This design comes from an exercise in tuning for small area and a short achievable clock period on the open sky130 flow, not from production work. Where RTL was checked, it was by simulation tests only, not by an equivalence proof against the original. No activity file was given, so power comes from the tool's default toggle rates.

==> flow/design.v <==
`timescale 1ns / 1ps
module NextMux(S, A, B, Y);
	input S;
	input [34:0] A, B;
	output [34:0] Y;
	assign Y = S ? A : B;
endmodule
module Check(n0, n1, n2, n3, n4, e0, e1, e2, e3, e4, q02, q34, q1, top, ptop);
	input [6:0] n0, n1, n2, n3, n4, e0, e1, e2, e3, e4;
	output q02, q34, q1, top, ptop;
	function eqk9;
		input [8:0] x, y, kc;
		reg [8:0] c;
		begin
			c = (x & y) | ((x | y) & ~kc);
			eqk9 = (x ^ y ^ kc) == {c[7:0], 1'b0};
		end
	endfunction
	function [6:0] addk7;
		input [6:0] x, kc;
		integer k;
		reg c;
		begin
			c = 1'b0;
			for (k = 0; k < 7; k = k + 1) begin
				addk7[k] = x[k] ^ kc[k] ^ c;
				c = (x[k] & kc[k]) | (c & (x[k] | kc[k]));
			end
		end
	endfunction
	function eqsum8;
		input [7:0] x, y, z;
		reg [7:0] k;
		begin
			k = (x & y) | ((x ^ y) & ~z);
			eqsum8 = (x ^ y ^ z) == {k[6:0], 1'b0};
		end
	endfunction
	wire v = (eqsum8({1'b0, e2}, 8'd2, {1'b0, e0}) | eqsum8({1'b0, e2}, 8'd163, {1'b0, e0})) &
	         (eqsum8({1'b0, e4}, 8'd1, {1'b0, e3}) | eqsum8({1'b0, e4}, 8'd162, {1'b0, e3}));
	assign ptop = (e0 == 7'd0) & (e1 == 7'd94) & (e2 == 7'd93) & (e3 == 7'd2) & (e4 == 7'd1);
	wire [6:0] h1 = e1[0] ? {1'b0, e1[6:1]} : addk7({1'b0, e1[6:1]}, 7'd47);
	wire [6:0] ne2 = ~e2;
	wire [6:0] a02 = n0 ^ n2 ^ ne2;
	wire [6:0] b02 = (n0 & n2) | (n0 & ne2) | (n2 & ne2);
	assign q02 = eqk9({2'b0, a02}, {1'b0, b02, 1'b0}, {1'b0, ~a02[0], 1'b1, a02[0], 4'b1111, a02[0]});
	wire [6:0] ne4 = ~e4;
	wire [6:0] a34 = n3 ^ n4 ^ ne4;
	wire [6:0] b34 = (n3 & n4) | (n3 & ne4) | (n4 & ne4);
	wire s34 = a34[0];
	wire hi3 = (n3[6:2] == 5'b10111) & (n3[1] ^ n3[0]);
	wire hi4 = (n4[6:2] == 5'b10111) & (n4[1] ^ n4[0]);
	wire x34 = hi3 & hi4 & (e4[6:1] == 6'd0) & (e4[0] ? (n3[1] & n4[1]) : (n3[1] ^ n4[1]));
	assign q34 = eqk9({2'b0, a34}, {1'b0, b34, 1'b0}, {1'b0, s34, 1'b1, ~s34, 2'b11, ~s34, s34, s34}) | x34;
	assign q1 = v & (n1 == h1);
	assign top = (n0 == 7'd94) & (n1 == 7'd94) & (n2 == 7'd94) & (n3 == 7'd94) & (n4 == 7'd94);
endmodule
module System(RESET, CLK, ENCRYPTED, PASSWD_INIT, FLAG, FOUND, TXD);
	input RESET;
	input CLK;
	input [0:39] ENCRYPTED;
	input [0:39] PASSWD_INIT;
	output FLAG;
	output FOUND;
	output TXD;
	function [6:0] inc7;
		input [6:0] x;
		input c;
		integer k;
		reg t;
		begin
			t = c;
			for (k = 0; k < 7; k = k + 1) begin
				inc7[k] = x[k] ^ t;
				t = t & x[k];
			end
		end
	endfunction
	wire [6:0] e0 = ENCRYPTED[1:7];
	wire [6:0] e1 = ENCRYPTED[9:15];
	wire [6:0] e2 = ENCRYPTED[17:23];
	wire [6:0] e3 = ENCRYPTED[25:31];
	wire [6:0] e4 = ENCRYPTED[33:39];
	wire [34:0] init = {PASSWD_INIT[1:7], PASSWD_INIT[9:15], PASSWD_INIT[17:23], PASSWD_INIT[25:31], PASSWD_INIT[33:39]};
	reg rst_q;
	always @(posedge CLK) rst_q <= RESET;
	reg [6:0] p0, p1, p2, p3, p4;
	reg f02, f34, f1;
	wire found = f02 & f34 & f1;
	wire w4 = p4 == 7'd94;
	wire w3 = p3 == 7'd94;
	wire w2 = p2 == 7'd94;
	wire w1 = p1 == 7'd94;
	wire top = w4 & w3 & w2 & w1 & (p0 == 7'd94);
	wire stop = found | top;
	wire c4 = !stop;
	wire c3 = c4 & w4;
	wire c2 = c3 & w3;
	wire c1 = c2 & w2;
	wire c0 = c1 & w1;
	wire [6:0] i4 = (c3) ? 7'd0 : inc7(p4, c4);
	wire [6:0] i3 = (c2) ? 7'd0 : inc7(p3, c3);
	wire [6:0] i2 = (c1) ? 7'd0 : inc7(p2, c2);
	wire [6:0] i1 = (c0) ? 7'd0 : inc7(p1, c1);
	wire [6:0] i0 = inc7(p0, c0);
	wire [34:0] n;
	NextMux nm(.S(RESET), .A(init), .B({i0, i1, i2, i3, i4}), .Y(n));
	wire [6:0] n0 = n[34:28];
	wire [6:0] n1 = n[27:21];
	wire [6:0] n2 = n[20:14];
	wire [6:0] n3 = n[13:7];
	wire [6:0] n4 = n[6:0];
	wire q02, q34, q1, topN, ptop;
	Check ck(.n0(n0), .n1(n1), .n2(n2), .n3(n3), .n4(n4), .e0(e0), .e1(e1), .e2(e2), .e3(e3), .e4(e4),
		.q02(q02), .q34(q34), .q1(q1), .top(topN), .ptop(ptop));
	reg [14:0] hx;
	reg hb15;
	wire hz = hx[13:0] == 14'd0;
	reg fle, flh;
	always @(posedge CLK) begin
		p0 <= n0; p1 <= n1; p2 <= n2; p3 <= n3; p4 <= n4;
		f02 <= q02; f34 <= q34;
		f1 <= q1;
		hx <= rst_q ? 15'd4 : {hx[13:0], hx[14] ^ hx[13] ^ hz};
		hb15 <= rst_q ? 1'b0 : hb15 ^ (hz & !hx[14]);
		fle <= topN & !ptop;
		flh <= hb15 & !rst_q & !RESET;
	end
	assign FOUND = found;
	assign FLAG = fle | flh;
	reg [8:0] ph;     
	reg [3:0] j;
	reg [2:0] b;
	reg txd;
	wire slot_end = ph == 9'd118;
	wire done = b == 3'd6;
	wire [8:0] phn = {ph[7:0], ph[8] ^ ph[4]};
	always @(posedge CLK) begin
		ph <= !stop ? 9'd1 : rst_q ? 9'd2 : slot_end ? 9'd1 : phn;
		if (rst_q) begin
			j <= 4'd6;
			b <= 3'd0;
		end else if (stop && slot_end) begin
			j <= (j == 4'd0) ? 4'd6 : {j[3] ^ (&j[2:0]), j[2] ^ (&j[1:0]), j[1] ^ j[0], ~j[0]};
			if (j == 4'd0 && !done) b <= {b[2] ^ (&b[1:0]), b[1] ^ b[0], ~b[0]};
		end
	end
	wire [7:0] bs = {1'b1, p0[j[2:0]], p1[j[2:0]], p2[j[2:0]], p3[j[2:0]], p4[j[2:0]], 2'b11};
	wire dbit = (j[2:0] == 3'd7) ? (b == 3'd0 || b >= 3'd6) : bs[3'd7 - b];
	wire low = !done & ((j == 4'd7) | (j[3] & !dbit));
	always @(posedge CLK) txd <= RESET | rst_q | !low;
	assign TXD = txd;
endmodule
export LEC_CHECK = 0
export CAP_MARGIN = 20
export CORE_MARGIN = 2
export CORE_UTILIZATION = 60
export SLEW_MARGIN = 20
create_clock -name core_clock -period 17.0 [get_ports {CLK}]
standard.sh (not shown) runs the stock make flow with config.mk's settings and CLKGATE_MAP_FILE= SYNTH_SCRIPT=/design/flow/synth_recipe.tcl, a recipe that flattens the netlist after the stock synthesis.
==> flow/flow/run.sh <==
#!/bin/bash
export BUFFER_PORTS_ARGS="-buffer_cell sky130_fd_sc_hd__buf_2"
bash standard.sh SETUP_SLACK_MARGIN=12.3 finish > standard.log 2>&1
==> next run, changes <==
--- a/flow/design.v
+++ b/flow/design.v
@@ -6,7 +6,7 @@
 	assign Y = S ? A : B;
 endmodule
-module Check(n0, n1, n2, n3, n4, e0, e1, e2, e3, e4, q02, q34, q1, top, ptop);
+module Check(n0, n1, n2, n3, n4, e0, e1, e2, e3, e4, q02, q34, q1);
 	input [6:0] n0, n1, n2, n3, n4, e0, e1, e2, e3, e4;
-	output q02, q34, q1, top, ptop;
+	output q02, q34, q1;
 	function eqk9;
 		input [8:0] x, y, kc;
@@ -39,5 +39,4 @@
 	wire v = (eqsum8({1'b0, e2}, 8'd2, {1'b0, e0}) | eqsum8({1'b0, e2}, 8'd163, {1'b0, e0})) &
 	         (eqsum8({1'b0, e4}, 8'd1, {1'b0, e3}) | eqsum8({1'b0, e4}, 8'd162, {1'b0, e3}));
-	assign ptop = (e0 == 7'd0) & (e1 == 7'd94) & (e2 == 7'd93) & (e3 == 7'd2) & (e4 == 7'd1);
 	wire [6:0] h1 = e1[0] ? {1'b0, e1[6:1]} : addk7({1'b0, e1[6:1]}, 7'd47);
 	wire [6:0] ne2 = ~e2;
@@ -54,5 +53,4 @@
 	assign q34 = eqk9({2'b0, a34}, {1'b0, b34, 1'b0}, {1'b0, s34, 1'b1, ~s34, 2'b11, ~s34, s34, s34}) | x34;
 	assign q1 = v & (n1 == h1);
-	assign top = (n0 == 7'd94) & (n1 == 7'd94) & (n2 == 7'd94) & (n3 == 7'd94) & (n4 == 7'd94);
 endmodule
 module System(RESET, CLK, ENCRYPTED, PASSWD_INIT, FLAG, FOUND, TXD);
@@ -111,22 +109,19 @@
 	wire [6:0] n3 = n[13:7];
 	wire [6:0] n4 = n[6:0];
-	wire q02, q34, q1, topN, ptop;
+	wire q02, q34, q1;
 	Check ck(.n0(n0), .n1(n1), .n2(n2), .n3(n3), .n4(n4), .e0(e0), .e1(e1), .e2(e2), .e3(e3), .e4(e4),
-		.q02(q02), .q34(q34), .q1(q1), .top(topN), .ptop(ptop));
+		.q02(q02), .q34(q34), .q1(q1));
 	reg [14:0] hx;
 	reg hb15;
 	wire hz = hx[13:0] == 14'd0;
-	reg fle, flh;
 	always @(posedge CLK) begin
 		p0 <= n0; p1 <= n1; p2 <= n2; p3 <= n3; p4 <= n4;
 		f02 <= q02; f34 <= q34;
 		f1 <= q1;
-		hx <= rst_q ? 15'd4 : {hx[13:0], hx[14] ^ hx[13] ^ hz};
+		hx <= rst_q ? 15'd2 : {hx[13:0], hx[14] ^ hx[13] ^ hz};
 		hb15 <= rst_q ? 1'b0 : hb15 ^ (hz & !hx[14]);
-		fle <= topN & !ptop;
-		flh <= hb15 & !rst_q & !RESET;
 	end
 	assign FOUND = found;
-	assign FLAG = fle | flh;
+	assign FLAG = (top & !found) | (hb15 & !rst_q);
 	reg [8:0] ph;     
 	reg [3:0] j;
Result: The changed run completed with no timing, DRC or antenna violations. Combinational power grows by about 3%. Area after synthesis came out lower by 3.3%. Cell area goes up by 1.2%. Power goes up by 6.6%. Worst setup slack gains 0.020 ns. Wire length is lower by 4.9%. Non-clock buffer count climbs by 3. Sequential share of layout area fell by 0.71 points. Final cell count came out lower by 0.78%. Critical path depth is lower by 2. Via count goes down by 2.9%. Flip-flop and latch count goes down by 2. Synthesized cell count falls by 1.6%.
Function not checked in the second run of this note: the RTL went through the layout flow alone.

-- static timing again, ports no longer ideal --
In the flow no input, the clock included, has a driving cell. The finished layouts below were timed again as built, in two steps.
Step 1 (the two cells are an assumption about what drives the block):
set clk [get_ports {CLK}]
set_driving_cell -lib_cell sky130_fd_sc_hd__clkbuf_16 $clk
set_driving_cell -lib_cell sky130_fd_sc_hd__buf_2 [delete_from_list [all_inputs] $clk]
Step 2 moves the port delays by t, midway between the first and last clock arrival at a register: inputs arrive t later, outputs are due t later. That takes back most of the time a late clock gives input paths.
Three values: no drivers, after step 1, after step 2; two values: the first two.
run | shift t [ns] | setup slack, ns | hold WS [ns]
the first run | 0.385 | 11.644 / 11.627 / 11.242 | 0.451 / 0.451 / 0.451
the second run | 0.380 | 11.664 / 11.644 / 11.264 | 0.456 / 0.456 / 0.456
After both steps setup and hold are still met in every run listed. For the first run, which loses most, drivers alone change the setup slack by -0.017 ns; drivers and shift together by -0.402 ns.
